This is an optimization exercise on Yosys and OpenROAD, whose aim is small area and a short achievable clock period, not a production implementation. Only simulation tests tie the RTL to the original design; equivalence was not proved.

==> job 5506: inputs <==
==> flow/design.v <==
`timescale 1ns / 1ps
module processor #(
    parameter WIDTH = 32
) (
    input clk,
    input reset,
    output [WIDTH - 1: 0] imem_addr,
    input [WIDTH - 1: 0] imem_rdata,
    output [WIDTH - 1: 0] dmem_addr,
    output dmem_re,
    output dmem_we,
    output [WIDTH - 1: 0] dmem_wdata,
    input [WIDTH - 1: 0] dmem_rdata,
    output reg [WIDTH - 1: 0] PORT_OUT_A,
    output reg [WIDTH - 1: 0] PORT_OUT_B,
    output reg [WIDTH - 1: 0] PORT_OUT_C,
    output reg [WIDTH - 1: 0] PORT_OUT_D
);
    reg [31: 0] pc;
    reg [31: 0] fi;             
    reg [4: 0]  rs1s, rs2s, rds;
    reg [31: 0] imm;
    reg [31: 0] dpc;
    reg         d_mrd, d_mwr, d_swe;    
    reg         d_mem;                  
    reg         d_useimm;               
    reg         d_auipc;                
    reg         d_jmp;                  
    reg         d_beq, d_bne, d_blt, d_bge;
    reg         d_add, d_sub, d_xor, d_or, d_and, d_sll, d_srl, d_lt;
    reg         d_stlsel;               
    reg [31: 0] epc;
    reg         rst0, rst1;
    reg [31: 0] rd;
    reg [4: 0]  ers;
    reg         emwr, emrd, eswe;
    reg [31: 0] wdata;
    reg [31: 0] z;
    reg [31: 0] rf [1: 31];
    wire [31: 0] rf1 = (rs1s == 0) ? z : rf[rs1s];
    wire [31: 0] rf2 = (rs2s == 0) ? z : rf[rs2s];
    wire [31: 0] op1 = (rs1s != 0 && ers == rs1s) ? rd : rf1;
    wire [31: 0] op2 = (rs2s != 0 && ers == rs2s) ? rd : rf2;
    wire halt = (ers == rs1s || ers == rs2s) && emrd;
    wire eq = op1 == op2;
    wire lt = op1 < op2;
    wire taken = (d_beq & eq) | (d_bne & ~eq) | (d_blt & lt) | (d_bge & ~lt) | d_jmp;
    wire stl = (ers != rds) && d_stlsel && emrd && (ers != 0);
    wire [31: 0] A = d_auipc ? epc : op1;
    wire [31: 0] B = d_useimm ? imm : op2;
    wire [31: 0] sum = A + B;
    wire [31: 0] alu =
        d_add ? sum :
        d_sub ? A - B :
        d_xor ? A ^ B :
        d_or  ? A | B :
        d_and ? A & B :
        d_sll ? A << B[4: 0] :
        d_srl ? A >> B[4: 0] :
        d_lt  ? {31'b0, A < B} :
        32'b0;
    wire [6: 0] opc = fi[6: 0];
    wire o_load  = opc == 7'b0000011;
    wire o_imm   = opc == 7'b0010011;
    wire o_jalr  = opc == 7'b1100111;
    wire o_store = opc == 7'b0100011;
    wire o_br    = opc == 7'b1100011;
    wire o_jal   = opc == 7'b1101111;
    wire o_u     = opc == 7'b0010111 || opc == 7'b0110111;
    wire o_itype = o_load || o_imm || o_jalr;
    wire o_other = !(o_itype || o_store || o_br || o_jal || o_u);
    wire i_t     = !fi[5];
    wire [2: 0] n_f3 = o_u ? 3'd0 : fi[14: 12];
    wire [6: 0] n_f7 = o_other ? fi[31: 25] : 7'd0;
    wire n_f7z = n_f7 == 7'h00;
    wire n_f7s = n_f7 == 7'h20;
    wire n_mem = o_load || o_store;
    always @(posedge clk) begin
        if (reset) begin
            pc <= 0;
            fi <= 0;
        end else if (!halt) begin
            pc <= taken ? epc + imm : stl ? pc : pc + 4;
            fi <= imem_rdata;
        end
    end
    always @(posedge clk) begin
        if (reset) begin
            rs1s <= 0; rs2s <= 0; rds <= 0;
            imm <= 0;
            dpc <= 0;
            d_mrd <= 0; d_mwr <= 0; d_swe <= 0; d_mem <= 0;
            d_useimm <= 0; d_auipc <= 0; d_jmp <= 0;
            d_beq <= 0; d_bne <= 0; d_blt <= 0; d_bge <= 0;
            d_add <= 1; d_sub <= 0; d_xor <= 0; d_or <= 0; d_and <= 0;
            d_sll <= 0; d_srl <= 0; d_lt <= 0;
            d_stlsel <= 1;
        end else if (!halt) begin
            dpc <= pc;
            rs1s <= (o_jal || o_u) ? 5'd0 : fi[19: 15];
            rs2s <= (o_itype || o_jal || o_u) ? 5'd0 : fi[24: 20];
            rds  <= o_br ? 5'd0 : fi[11: 7];
            if (o_itype)
                imm <= {{21{fi[31]}}, fi[30: 20]};
            else if (o_store)
                imm <= {{21{fi[31]}}, fi[30: 25], fi[11: 7]};
            else if (o_br)
                imm <= {{20{fi[31]}}, fi[7], fi[30: 25], fi[11: 8], 1'b0};
            else if (o_jal)
                imm <= {{12{fi[31]}}, fi[19: 12], fi[20], fi[30: 21], 1'b0};
            else if (o_u)
                imm <= {fi[31: 12], 12'b0};
            d_mrd <= o_load;
            d_mwr <= o_store;
            d_mem <= n_mem;
            d_swe <= o_store && n_f3[2: 1] != 0;
            d_useimm <= o_u || i_t || n_mem;
            d_auipc <= o_u && i_t;
            d_jmp <= o_jal || o_jalr;
            d_beq <= o_br && n_f3 == 0;
            d_bne <= o_br && n_f3 == 1;
            d_blt <= o_br && (n_f3 == 4 || n_f3 == 6);
            d_bge <= o_br && (n_f3 == 5 || n_f3 == 7);
            d_add <= n_mem || (n_f3 == 0 && n_f7z);
            d_sub <= !n_mem && n_f3 == 0 && n_f7s;
            d_xor <= !n_mem && n_f3 == 4 && n_f7z;
            d_or  <= !n_mem && n_f3 == 6 && n_f7z;
            d_and <= !n_mem && n_f3 == 7 && n_f7z;
            d_sll <= !n_mem && n_f3 == 1 && n_f7z;
            d_srl <= !n_mem && n_f3 == 5 && (n_f7z || n_f7s);
            d_lt  <= !n_mem && (n_f3 == 2 || n_f3 == 3) && n_f7z;
            d_stlsel <= !o_load;
        end
    end
    always @(posedge clk) begin
        rst0 <= taken;
        rst1 <= rst0;
        if (reset)
            epc <= 0;
        else if (!halt)
            epc <= dpc;
        if (reset || rst0 || rst1 || halt) begin
            rd <= 0;
            ers <= 0;
            emwr <= 0;
            emrd <= 0;
            eswe <= 0;
            wdata <= 0;
        end else begin
            rd <= taken ? 32'd4 : alu;
            ers <= rds;
            emwr <= d_mwr;
            emrd <= d_mrd;
            eswe <= d_swe;
            wdata <= d_mem ? op2 : 32'd0;
        end
    end
    always @(posedge clk) begin
        if (reset)
            z <= 0;
        else
            z <= (emrd && ers == 0) ? dmem_rdata : 32'd0;
    end
    wire [31: 0] wd = reset ? 32'd0 : emrd ? dmem_rdata : rd;
    genvar gi;
    generate
        for (gi = 1; gi < 32; gi = gi + 1) begin : g_rf
            always @(posedge clk)
                if (reset || ers == gi)
                    rf[gi] <= wd;
        end
    endgenerate
    always @(posedge clk) begin
        if (reset) begin
            PORT_OUT_A <= 0;
            PORT_OUT_B <= 0;
            PORT_OUT_C <= 0;
            PORT_OUT_D <= 0;
        end else if (emwr) begin
            case (rd)
                32'h40000000: PORT_OUT_A <= wdata;
                32'h40000001: PORT_OUT_B <= wdata;
                32'h40000002: PORT_OUT_C <= wdata;
                32'h40000003: PORT_OUT_D <= wdata;
                default: ;
            endcase
        end
    end
    assign imem_addr  = pc;
    assign dmem_addr  = rd;
    assign dmem_re    = emrd;
    assign dmem_we    = eswe && !reset;
    assign dmem_wdata = wdata;
endmodule
==> flow/run.sh <==
#!/bin/bash
# synth_recipe.tcl (not shown) runs the flow's synth.tcl, then flattens the netlist and writes it again
# the make line also repeats each setting of config.mk as NAME=value (left out here)
make -C /OpenROAD-flow-scripts/flow DESIGN_CONFIG=/design/flow/config.mk WORK_HOME=/design/flow/orfs CLKGATE_MAP_FILE= SYNTH_SCRIPT=/design/flow/synth_recipe.tcl finish
==> flow/config.mk <==
export PLATFORM = sky130hd
export DESIGN_NAME = processor
export DESIGN_NICKNAME = processor
export VERILOG_FILES = /design/flow/design.v
export SDC_FILE = /design/flow/constraint.sdc
export NUM_CORES = 4
export LEC_CHECK = 0
export CAP_MARGIN = 20
export CORE_MARGIN = 2
export CORE_UTILIZATION = 25
export PLACE_DENSITY = 0.3
export SLEW_MARGIN = 20
==> flow/constraint.sdc <==
create_clock -name core_clock -period 11.0 [get_ports {clk}]
set_input_delay 2.2000 -clock core_clock [delete_from_list [all_inputs] [get_ports {clk}]]
set_output_delay 2.2000 -clock core_clock [all_outputs]
set_load 0.01 [all_outputs]
==> job 2331 (differences from job 5506) <==
==> flow/design.v, changed modules only <==
module processor #(
    parameter WIDTH = 32
) (
    input clk,
    input reset,
    output [WIDTH - 1: 0] imem_addr,
    input [WIDTH - 1: 0] imem_rdata,
    output [WIDTH - 1: 0] dmem_addr,
    output dmem_re,
    output dmem_we,
    output [WIDTH - 1: 0] dmem_wdata,
    input [WIDTH - 1: 0] dmem_rdata,
    output reg [WIDTH - 1: 0] PORT_OUT_A,
    output reg [WIDTH - 1: 0] PORT_OUT_B,
    output reg [WIDTH - 1: 0] PORT_OUT_C,
    output reg [WIDTH - 1: 0] PORT_OUT_D
);
    reg [31: 0] pc;
    reg [31: 0] fi;             
    reg [4: 0]  rs1s, rs2s, rds;
    reg [31: 0] imm;
    reg [31: 0] dpc;
    reg [31: 0] op1, op2;               
    reg [31: 0] opb;                    
    reg         d_mrd, d_mwr, d_swe;    
    reg         d_useimm;               
    reg         d_auipc;                
    reg         d_jmp;                  
    reg         d_beq, d_bne, d_blt, d_bge;
    reg         d_add, d_sub, d_xor, d_or, d_and, d_sll, d_srl, d_lt;
    reg [31: 0] tgt;            
    reg         rst0, rst1;
    reg [31: 0] rd;
    reg [4: 0]  ers;
    reg         emwr, emrd, eswe;
    reg [31: 0] wdata;
    reg [31: 0] rf [1: 31];
    wire halt = (ers == rs1s || ers == rs2s) && emrd;
    wire kill = reset || rst0 || rst1 || halt;
    wire eq = op1 == op2;
    wire lt = op1 < op2;
    wire taken = (d_beq & eq) | (d_bne & ~eq) | (d_blt & lt) | (d_bge & ~lt) | d_jmp;
    wire stl = (ers != rds) && !d_mrd && emrd && (ers != 0);
    wire [31: 0] A = op1;
    wire [31: 0] B = opb;
    wire [31: 0] alu =
        d_auipc ? tgt :
        d_add ? A + B :
        d_sub ? A - B :
        d_xor ? A ^ B :
        d_or  ? A | B :
        d_and ? A & B :
        d_sll ? A << B[4: 0] :
        d_srl ? A >> B[4: 0] :
        d_lt  ? {31'b0, A < B} :
        32'b0;
    wire [31: 0] rd_n = taken ? 32'd4 : alu;
    wire [6: 0] opc = fi[6: 0];
    wire o_load  = opc == 7'b0000011;
    wire o_imm   = opc == 7'b0010011;
    wire o_jalr  = opc == 7'b1100111;
    wire o_store = opc == 7'b0100011;
    wire o_br    = opc == 7'b1100011;
    wire o_jal   = opc == 7'b1101111;
    wire o_u     = opc == 7'b0010111 || opc == 7'b0110111;
    wire o_itype = o_load || o_imm || o_jalr;
    wire o_other = !(o_itype || o_store || o_br || o_jal || o_u);
    wire i_t     = !fi[5];
    wire [2: 0] n_f3 = o_u ? 3'd0 : fi[14: 12];
    wire [6: 0] n_f7 = o_other ? fi[31: 25] : 7'd0;
    wire n_f7z = n_f7 == 7'h00;
    wire n_f7s = n_f7 == 7'h20;
    wire n_mem = o_load || o_store;
    wire useimm_n = o_u || i_t || n_mem;
    wire [4: 0] n_rs1s = (o_jal || o_u) ? 5'd0 : fi[19: 15];
    wire [4: 0] n_rs2s = (o_itype || o_jal || o_u) ? 5'd0 : fi[24: 20];
    wire [4: 0] n_rds  = o_br ? 5'd0 : fi[11: 7];
    wire [31: 0] imm_n =
        o_itype ? {{21{fi[31]}}, fi[30: 20]} :
        o_store ? {{21{fi[31]}}, fi[30: 25], fi[11: 7]} :
        o_br    ? {{20{fi[31]}}, fi[7], fi[30: 25], fi[11: 8], 1'b0} :
        o_jal   ? {{12{fi[31]}}, fi[19: 12], fi[20], fi[30: 21], 1'b0} :
        o_u     ? {fi[31: 12], 12'b0} :
        imm;
    wire [4: 0] ers_n = kill ? 5'd0 : rds;
    wire [4: 0] s1n = halt ? rs1s : n_rs1s;
    wire [4: 0] s2n = halt ? rs2s : n_rs2s;
    wire fwd1 = s1n != 0 && ers_n == s1n;
    wire fwd2 = s2n != 0 && ers_n == s2n;
    wire hit1 = ers == s1n;
    wire hit2 = ers == s2n;
    wire [31: 0] rf1 = halt ? (rs1s == 0 ? 32'd0 : op1) : (n_rs1s == 0 ? 32'd0 : rf[fi[19: 15]]);
    wire [31: 0] rf2 = halt ? (rs2s == 0 ? 32'd0 : op2) : (n_rs2s == 0 ? 32'd0 : rf[fi[24: 20]]);
    wire [31: 0] op1_n =
        fwd1 ? rd_n :
        (hit1 && emrd) ? dmem_rdata :
        (hit1 && s1n != 0) ? rd :
        rf1;
    wire [31: 0] op2_n =
        fwd2 ? rd_n :
        (hit2 && emrd) ? dmem_rdata :
        (hit2 && s2n != 0) ? rd :
        rf2;
    always @(posedge clk) begin
        if (reset) begin
            pc <= 0;
            fi <= 0;
        end else if (!halt) begin
            pc <= taken ? tgt : stl ? pc : pc + 4;
            fi <= imem_rdata;
        end
    end
    always @(posedge clk) begin
        op1 <= op1_n;
        op2 <= op2_n;
        opb <= halt ? (d_useimm ? imm : op2_n) : (useimm_n ? imm_n : op2_n);
    end
    always @(posedge clk) begin
        if (reset) begin
            rs1s <= 0; rs2s <= 0; rds <= 0;
            imm <= 0;
            dpc <= 0;
            tgt <= 0;
            d_mrd <= 0; d_mwr <= 0; d_swe <= 0;
            d_useimm <= 0; d_auipc <= 0; d_jmp <= 0;
            d_beq <= 0; d_bne <= 0; d_blt <= 0; d_bge <= 0;
            d_add <= 1; d_sub <= 0; d_xor <= 0; d_or <= 0; d_and <= 0;
            d_sll <= 0; d_srl <= 0; d_lt <= 0;
        end else if (!halt) begin
            dpc <= pc;
            tgt <= dpc + imm_n;
            rs1s <= n_rs1s;
            rs2s <= n_rs2s;
            rds  <= n_rds;
            imm <= imm_n;
            d_mrd <= o_load;
            d_mwr <= o_store;
            d_swe <= o_store && n_f3[2: 1] != 0;
            d_useimm <= useimm_n;
            d_auipc <= o_u && i_t;
            d_jmp <= o_jal || o_jalr;
            d_beq <= o_br && n_f3 == 0;
            d_bne <= o_br && n_f3 == 1;
            d_blt <= o_br && (n_f3 == 4 || n_f3 == 6);
            d_bge <= o_br && (n_f3 == 5 || n_f3 == 7);
            d_add <= n_mem || (n_f3 == 0 && n_f7z);
            d_sub <= !n_mem && n_f3 == 0 && n_f7s;
            d_xor <= !n_mem && n_f3 == 4 && n_f7z;
            d_or  <= !n_mem && n_f3 == 6 && n_f7z;
            d_and <= !n_mem && n_f3 == 7 && n_f7z;
            d_sll <= !n_mem && n_f3 == 1 && n_f7z;
            d_srl <= !n_mem && n_f3 == 5 && (n_f7z || n_f7s);
            d_lt  <= !n_mem && (n_f3 == 2 || n_f3 == 3) && n_f7z;
        end
    end
    always @(posedge clk) begin
        rst0 <= taken;
        rst1 <= rst0;
        rd <= rd_n;
        wdata <= op2;
        ers <= ers_n;
        if (kill) begin
            emwr <= 0;
            emrd <= 0;
            eswe <= 0;
        end else begin
            emwr <= d_mwr;
            emrd <= d_mrd;
            eswe <= d_swe;
        end
    end
    wire [31: 0] wdr = reset ? 32'd0 : emrd ? dmem_rdata : rd;
    genvar gi;
    generate
        for (gi = 1; gi < 32; gi = gi + 1) begin : g_rf
            always @(posedge clk)
                if (reset || ers == gi)
                    rf[gi] <= wdr;
        end
    endgenerate
    always @(posedge clk) begin
        if (reset) begin
            PORT_OUT_A <= 0;
            PORT_OUT_B <= 0;
            PORT_OUT_C <= 0;
            PORT_OUT_D <= 0;
        end else if (emwr) begin
            case (rd)
                32'h40000000: PORT_OUT_A <= wdata;
                32'h40000001: PORT_OUT_B <= wdata;
                32'h40000002: PORT_OUT_C <= wdata;
                32'h40000003: PORT_OUT_D <= wdata;
                default: ;
            endcase
        end
    end
    assign imem_addr  = pc;
    assign dmem_addr  = rd;
    assign dmem_re    = emrd;
    assign dmem_we    = eswe && !reset;
    assign dmem_wdata = wdata;
endmodule
==> flow/flow/run.sh (new file) <==
#!/bin/bash
# Own layout flow: the standard flow (standard.sh), with two changes:
#  - synthesis maps the logic with an area-oriented ABC script (flow/area.abc)
#    instead of ORFS's speed script; every other synthesis step, and so every
#    register, is the standard synthesis's;
#  - extra make settings from flow/knobs.txt (one VAR=value per line).
# Each tool's output is in ORFS's own logs under orfs/logs; make's output is
# in flow.log here.
set -euo pipefail
W=$PWD
mkdir -p my
sed "/synth_preamble.tcl/a set abc_args [lreplace \$abc_args 1 1 $W/flow/area.abc]" \
    "$FLOW_HOME/scripts/synth.tcl" > my/synth_orfs.tcl
grep -q "flow/area.abc" my/synth_orfs.tcl
sed "s#\$::env(SCRIPTS_DIR)/synth.tcl#$W/my/synth_orfs.tcl#" synth_recipe.tcl > my/synth.tcl
grep -q "my/synth_orfs.tcl" my/synth.tcl
sed "s#SYNTH_SCRIPT=[^ ]*#SYNTH_SCRIPT=$W/my/synth.tcl#" standard.sh > my/standard.sh
grep -q "my/synth.tcl" my/standard.sh
KNOBS=()
if [[ -f flow/knobs.txt ]]; then
    while read -r k; do [[ -n "$k" ]] && KNOBS+=("$k"); done < flow/knobs.txt
fi
bash my/standard.sh "${KNOBS[@]}" finish > flow.log 2>&1
test -s out/final.def
==> flow/flow/area.abc (new file) <==
&get -n; &st; &dch -f; &nf -a -R 1000; &put
==> flow/flow/knobs.txt (new file) <==
BUFFER_PORTS_ARGS=-buffer_cell sky130_fd_sc_hd__buf_2
MATCH_CELL_FOOTPRINT=0
SETUP_SLACK_MARGIN=6
==> flow/standard.sh (new file) <==
#!/bin/bash
# synth_recipe.tcl (not shown) runs the flow's synth.tcl, then flattens the netlist and writes it again
# the make line also repeats each setting of config.mk as NAME=value (left out here)
make -C /OpenROAD-flow-scripts/flow DESIGN_CONFIG=/design/flow/config.mk WORK_HOME=/design/flow/orfs CLKGATE_MAP_FILE= SYNTH_SCRIPT=/design/flow/synth_recipe.tcl "${@:-finish}"
CORE_UTILIZATION = 35   (was 25)
PLACE_DENSITY = 0.45   (was 0.3)
removed: flow/run.sh
==> out/results.tsv <==
metric	value	unit
cp.required	8800	ps
clock_skew	25.5	ps
r2r_start	fi[16]$_SDFFE_PP0N_	
p_switching	5.51	mW
initialDrtViolationCount	9678	
p_per_area	198	nW/um2
finalNonFillerCells	9824	
seq_cells	1483	
cp_slowest_cell	nor2b_1	
arrival	2750	ps
gr-usage-met3	7.02	%
num-fill-cells	19000	
area.sequential	40000	um2
max_freq	202	MHz
muxShareOfSynthArea	1.69	%
status	timing/DRC/antenna clean	
multi_input_area_share	35.9	%
crit_type	in -> out	
[end of results for job 2331]
==> out/results.tsv <==
metric	value	unit
status	timing/DRC/antenna clean	
seq_share	43.0	%
multi_input_area_share	37.4	%
clock_skew	51.6	ps
finalNonFillerCells	11500	
slew_viol_final	0	
r2r_start	rs2s[0]$_SDFFE_PP0N_	
synthAdderAreaFrac	2.82	%
cp.required	11770	ps
crit_type	reg -> reg	
gr-usage-met3	5.29	%
cts_resized	0	
p_switching	4.79	mW
drive_gt1_share	12.6	%
muxShareOfSynthArea	4.41	%
seq_cells	1421	
clk_share	6.64	%
cp_slowest_cell	nor3_1	
initialDrtViolationCount	9047	
area.sequential	38400	um2
arrival	10360	ps
[end of results for job 5506]

==> port drivers added, routing unchanged <==
The flow's constraints put no driver on any port. The routed layouts listed below were extracted and timed again, unchanged, in two steps. Step 1, drivers: a clkbuf_16 drives clk and a buf_2 each remaining input, both assumed. Step 2 also shifts input and output timing later by t, the mid clock arrival at the registers, as if the neighbouring blocks saw the same clock. a / b / c = ideal ports / drivers / drivers and shift; a / b = the first two.
run | t, ns | setup WS [ns] | hold slack, ns
job 5506 | 0.970 | 1.411 / 1.411 / 1.411 | 0.368 / 0.368 / 0.368
job 2331 | 0.919 | 6.045 / 5.998 / 5.349 | 0.405 / 0.405 / 0.405
After both steps every run listed still meets setup and hold. For job 2331, which loses most, drivers alone change the setup slack by -0.047 ns; drivers and shift together by -0.696 ns.
